Source: an optimization exercise on an open RTL-to-GDS flow (aim: small area). Production flows keep margins and buffers that such runs may drop. At most, simulation tests tie the RTL to the original design; equivalence was not proved. Power and IR drop assume default switching activity.

Setup of job 101:
==> flow/design.v (excerpt) <==
module sound(sys_CLK, rst, button, replay, key, high, low, audio, light);
  input         sys_CLK;
  input         rst;
  input  [2:0]  button;
  input         replay;
  input  [6:0]  key;
  input         high, low;
  output        audio;
  output [10:0] light;
  assign light = {replay, button, key};
  reg  [13:0] m;         
  reg  [14:0] w;         
  reg         audiof;
  reg  [4:0]  j;         
  reg  [4:0]  jd;        
  reg         f;         
  reg  [6:0]  len;       
  reg  [5:0]  track_c;   
  reg  [4:0]  last;      
  reg  [254:0] ring;     
  reg  [5:0]  p;         
  reg         clr;       
  assign audio = (|button || |key) ? audiof : 1'b1;
  wire tick4 = (m == 14'd0);
  wire [13:0] m_n = {m[12:0], m[13] ^ m[0] ^ m[1] ^ m[11] ^ (m[12:0] == 13'd0)};
  wire [14:0] w_n = {w[13:0], w[14] ^ w[13] ^ (w[13:0] == 14'd0)};
  localparam [639:0] SONG1_T = 640'h842108421084210842108421084210842108421084210842108421084210842108421084210842108421084210842108421084210842108421084210842010c23180410846218405284631802108c43;
  function [4:0] song1;
    input [6:0] a;
    song1 = SONG1_T[a * 5 +: 5];
  endfunction
  localparam [639:0] SONG2_T = 640'h8c6318c6318c6318c6318c6318c6318c6318c6318c6318c6318c6318c6318c6318c6318c6318c6318d6b5ad6b5ad455a88428c46310af5ad6f7a502318c6318c6318d4a52945296f7bdc4215eb5ac631;
  function [4:0] song2;
    input [6:0] a;
    song2 = SONG2_T[a * 5 +: 5];
  endfunction
  localparam [639:0] SONG3_T = 640'h10842108421084210842108421084210842ad6b5bd055ad6b5bdc4210c6210843084021084210c74a5295a540318c611084215c570042108421084231d2821528210af7bde94a52318c631ad694a5042;
  function [4:0] song3;
    input [6:0] a;
    song3 = SONG3_T[a * 5 +: 5];
  endfunction
  localparam [479:0] TONE_T = 480'h210c40129ba5ef10a6a623ae5e00000cdb299b9af1617bd2f8d2ac0a00004296850bbd2bb68226e742fe690000;
  function [14:0] tone;
    input [4:0] a;
    tone = TONE_T[a * 15 +: 15];
  endfunction
  reg [2:0] kk;
  always @* begin
    case (key)
      7'b0000001: kk = 3'd2;
      7'b0000010: kk = 3'd3;
      7'b0000100: kk = 3'd1;
      7'b0001000: kk = 3'd6;
      7'b0010000: kk = 3'd5;
      7'b0100000: kk = 3'd7;
      7'b1000000: kk = 3'd4;
      default:    kk = 3'd0;
    endcase
  end
  ...
Size in the first run: roughly 840 cells after synthesis, roughly 320 flip-flops, ~9200 sq um of cells after synthesis.
clock: 10.0 ns
lec_check: 0
abc_area: 1
cap_margin: 20
core_margin: 2
core_utilization: 40
slew_margin: 20
standard.sh (not shown) runs the stock make flow with config.mk's settings and CLKGATE_MAP_FILE= SYNTH_SCRIPT=/design/flow/synth_recipe.tcl, a recipe that flattens the netlist after the stock synthesis.
==> flow/flow/run.sh <==
#!/bin/bash
# Own layout flow: the standard layout (standard.sh) with two changes:
#  - synthesis maps the logic with an area-oriented ABC script (abc_area.script
#    here) in place of ORFS's; everything else in synthesis is the standard flow's own
#    (synth_recipe.tcl), so the registers are the standard synthesis's;
#  - clock tree synthesis uses larger sink clusters and no dummy loads
#    (cts_args here);
#  - the input and output ports are buffered with sky130_fd_sc_hd__buf_1.
# Each step's full output goes to a log file in this folder.
set -euo pipefail
W=$(pwd)
rm -rf "$W/scripts_area"
cp -r "$FLOW_HOME/scripts" "$W/scripts_area"
cp "$W/flow/abc_area.script" "$W/scripts_area/abc_area.script"
bash "$W/standard.sh" ABC_AREA=1 SCRIPTS_DIR="$W/scripts_area" synth > "$W/synth.log" 2>&1
export CTS_ARGS="$(cat "$W/flow/cts_args")"
bash "$W/standard.sh" "CTS_ARGS=$CTS_ARGS" \
  "BUFFER_PORTS_ARGS=-buffer_cell sky130_fd_sc_hd__buf_1" > "$W/layout.log" 2>&1
==> flow/flow/abc_area.script <==
strash
&get -n
&deepsyn -T 60
&put
dch -f
map -a
mfs2
strash
dch -f
map -a
==> flow/flow/cts_args <==
-sink_clustering_enable -repair_clock_nets -dont_use_dummy_load -sink_clustering_size 18 -sink_clustering_max_diameter 60 -buf_list sky130_fd_sc_hd__clkbuf_8
> inputs changed (job 101 -> job 102)
==> flow/flow/cts_args <==
-sink_clustering_enable -repair_clock_nets -dont_use_dummy_load -sink_clustering_size 20 -sink_clustering_max_diameter 60 -buf_list sky130_fd_sc_hd__clkbuf_8
Results
- | finished layout cell area | job 101 vs job 102 | ≈ equal |
- Job 102 vs job 101, hold slack went up by 0.014 ns.
- Summary: wire length of the first global-routing pass, job 102 better than job 101
- Status: maximum frequency parity (job 102, job 101)
- Comparing share of final layout cell area taken by clock buffers and inverters for job 102 and job 101, the smaller number came from job 102.
- The final reports for job 102 and job 101 show area growth from synthesis to final layout lower in the former.

---

## xenon
sound, a different RTL version from the one above (not shown whole).
Size: about 960 cells after synthesis, ~320 flip-flops, about 27 I/O pins.
Settings: LEC_CHECK=0, ABC_AREA=1, CAP_MARGIN=20, CORE_MARGIN=2, CORE_UTILIZATION=40, SLEW_MARGIN=20; clock period 10.0 ns.
==> flow/flow/run.sh <==
#!/bin/bash
# Own layout flow: the standard layout (standard.sh) with two changes:
#  - synthesis maps the logic with an area-oriented ABC script (abc_area.script
#    here) in place of ORFS's; everything else in synthesis is the standard flow's own
#    (synth_recipe.tcl), so the registers are the standard synthesis's;
#  - clock tree synthesis uses larger sink clusters and no dummy loads.
# Each step's full output goes to a log file in this folder.
set -euo pipefail
W=$(pwd)
rm -rf "$W/scripts_area"
cp -r "$FLOW_HOME/scripts" "$W/scripts_area"
cp "$W/flow/abc_area.script" "$W/scripts_area/abc_area.script"
bash "$W/standard.sh" ABC_AREA=1 SCRIPTS_DIR="$W/scripts_area" synth > "$W/synth.log" 2>&1
export CTS_ARGS="$(cat "$W/flow/cts_args")"
bash "$W/standard.sh" "CTS_ARGS=$CTS_ARGS" > "$W/layout.log" 2>&1
==> flow/flow/abc_area.script <==
strash
dc2
dch -f
map -a
mfs2
strash
dch -f
map -a
==> flow/flow/cts_args <==
-sink_clustering_enable -repair_clock_nets -dont_use_dummy_load -sink_clustering_size 18 -sink_clustering_max_diameter 60 -buf_list sky130_fd_sc_hd__clkbuf_8
xenon: full flow OK, the timing, DRC and antenna checks passed
The following lists how cedar was set up differently from xenon:
==> flow/run.sh (new file) <==
#!/bin/bash
# synth_recipe.tcl (not shown) runs the flow's synth.tcl, then flattens the netlist and writes it again
# the make line also repeats each setting of config.mk as NAME=value (left out here)
make -C /OpenROAD-flow-scripts/flow DESIGN_CONFIG=/design/flow/config.mk WORK_HOME=/design/flow/orfs CLKGATE_MAP_FILE= SYNTH_SCRIPT=/design/flow/synth_recipe.tcl finish
diff --git a/flow/config.mk b/flow/config.mk
--- a/flow/config.mk
+++ b/flow/config.mk
@@ -11 +11,3 @@
-export CORE_UTILIZATION = 40
+export CORE_UTILIZATION = 60
+export CTS_BUF_LIST = sky130_fd_sc_hd__clkbuf_2 sky130_fd_sc_hd__clkbuf_4
+export CTS_CLUSTER_SIZE = 30
removed: flow/flow/run.sh
removed: flow/flow/abc_area.script
removed: flow/flow/cts_args
removed: flow/standard.sh
## What came out
Result for cedar and xenon: all clean. xenon has a lower switching power summed over all nets than cedar. xenon has lower maximum number of pins on one net before global-route repair than cedar. Biggest cell delay along the critical path was higher in xenon than in cedar. cedar against xenon: combinational power higher; logic depth of the worst setup path including buffers lower. When cedar is set beside xenon, its final area turns out to be 9.9% larger. The simple-gate area share of the yosys netlist in cedar sits 5.8 points above the value recorded for xenon.
Relative to cedar, the following input files were edited for ember:
==> flow/flow/run.sh (new file) <==
#!/bin/bash
# Own layout flow: the standard layout (standard.sh) with two changes:
#  - synthesis maps the logic with an area-oriented ABC script (abc_area.script
#    here) in place of ORFS's; everything else in synthesis is the standard flow's own
#    (synth_recipe.tcl), so the registers are the standard synthesis's;
#  - clock tree synthesis uses larger sink clusters and no dummy loads.
# Each step's full output goes to a log file in this folder.
set -euo pipefail
W=$(pwd)
rm -rf "$W/scripts_area"
cp -r "$FLOW_HOME/scripts" "$W/scripts_area"
cp "$W/flow/abc_area.script" "$W/scripts_area/abc_area.script"
bash "$W/standard.sh" ABC_AREA=1 SCRIPTS_DIR="$W/scripts_area" synth > "$W/synth.log" 2>&1
export CTS_ARGS="$(cat "$W/flow/cts_args")"
bash "$W/standard.sh" "CTS_ARGS=$CTS_ARGS" > "$W/layout.log" 2>&1
==> flow/flow/abc_area.script (new file) <==
strash
dc2
dch -f
map -a
mfs2
strash
dch -f
map -a
==> flow/flow/cts_args (new file) <==
-sink_clustering_enable -repair_clock_nets -dont_use_dummy_load -sink_clustering_size 32 -sink_clustering_max_diameter 80 -buf_list sky130_fd_sc_hd__clkbuf_16
==> flow/standard.sh (new file) <==
#!/bin/bash
# synth_recipe.tcl (not shown) runs the flow's synth.tcl, then flattens the netlist and writes it again
# the make line also repeats each setting of config.mk as NAME=value (left out here)
make -C /OpenROAD-flow-scripts/flow DESIGN_CONFIG=/design/flow/config.mk WORK_HOME=/design/flow/orfs CLKGATE_MAP_FILE= SYNTH_SCRIPT=/design/flow/synth_recipe.tcl "${@:-finish}"
diff --git a/flow/config.mk b/flow/config.mk
--- a/flow/config.mk
+++ b/flow/config.mk
@@ -11,3 +11 @@
-export CORE_UTILIZATION = 60
-export CTS_BUF_LIST = sky130_fd_sc_hd__clkbuf_2 sky130_fd_sc_hd__clkbuf_4
-export CTS_CLUSTER_SIZE = 30
+export CORE_UTILIZATION = 40
removed: flow/run.sh
Findings:
- ember: no failed stages, no open violations at the end
- Per the comparison of ember with cedar, critical path depth up 1; area of the core moved up.
- Comparing ember against cedar, there is no change at all in setup TNS after final layout.
- Measured against cedar, the total number of nets in the final design of ember comes out at 0.854 times the reference value.
Changes in indigo relative to ember:
==> flow/run.sh (new file) <==
#!/bin/bash
# synth_recipe.tcl (not shown) runs the flow's synth.tcl, then flattens the netlist and writes it again
# the make line also repeats each setting of config.mk as NAME=value (left out here)
make -C /OpenROAD-flow-scripts/flow DESIGN_CONFIG=/design/flow/config.mk WORK_HOME=/design/flow/orfs CLKGATE_MAP_FILE= SYNTH_SCRIPT=/design/flow/synth_recipe.tcl finish
diff --git a/flow/config.mk b/flow/config.mk
--- a/flow/config.mk
+++ b/flow/config.mk
@@ -11,0 +12 @@
+export CTS_BUF_LIST = sky130_fd_sc_hd__clkbuf_4
removed: flow/flow/run.sh
removed: flow/flow/abc_area.script
removed: flow/flow/cts_args
removed: flow/standard.sh
Results
- Going from ember to indigo, overall routing resource usage grew by 1.2 points; number of multi-input combinational cells in the layout grew by 108; die area grew by 1900 um2; worst relative slew slack grew by 5.2 points; total non-filler cell area in the finished layout grew by 11%.
- Proportion of layout cells with a drive suffix above 1 up 13 points in indigo wrt ember
- Across both runs, layout inverter count without the clock tree was higher for indigo than for ember.
- Filler cell count, indigo and ember: lower on ember
No run of this note included a check of the RTL's function; only the layout flow was run.

[separate check: timing with driven ports]
Ports are ideal in the flow. The routed layouts listed here were re-timed in OpenROAD. Step 1 sets driving cells, clkbuf_16 on the clock port and buf_2 on the other inputs (assumed; they add their load-dependent delay and slew). Step 2 times the ports against the registers' clock, not the clock port: input delays grow and output delays shrink by t, the midpoint of the rising clock arrivals with the driver on. a / b / c = ideal ports / drivers / drivers and shift; a / b = the first two.
run | shift t [ns] | setup WS [ns] | worst setup path at the end | cell pins on the clock port's net
job 101 | 0.546 | 4.901 / 4.882 / 4.716 | input to register | 1
job 102 | 0.539 | 4.912 / 4.893 / 4.732 | input to register | 1
xenon | 0.566 | 4.213 / 4.188 / 4.146 | input to register | 1
cedar | 0.702 | 4.453 / 4.431 / 4.431 | input to output | 1
ember | 0.507 | 4.213 / 4.188 / 4.137 | input to register | 1
indigo | 0.674 | 4.431 / 4.407 / 4.407 | input to output | 1
After both steps setup and hold are still met in every run listed. The setup slack of job 101, which loses most, moves by -0.019 ns with the drivers and by -0.185 ns with both steps.
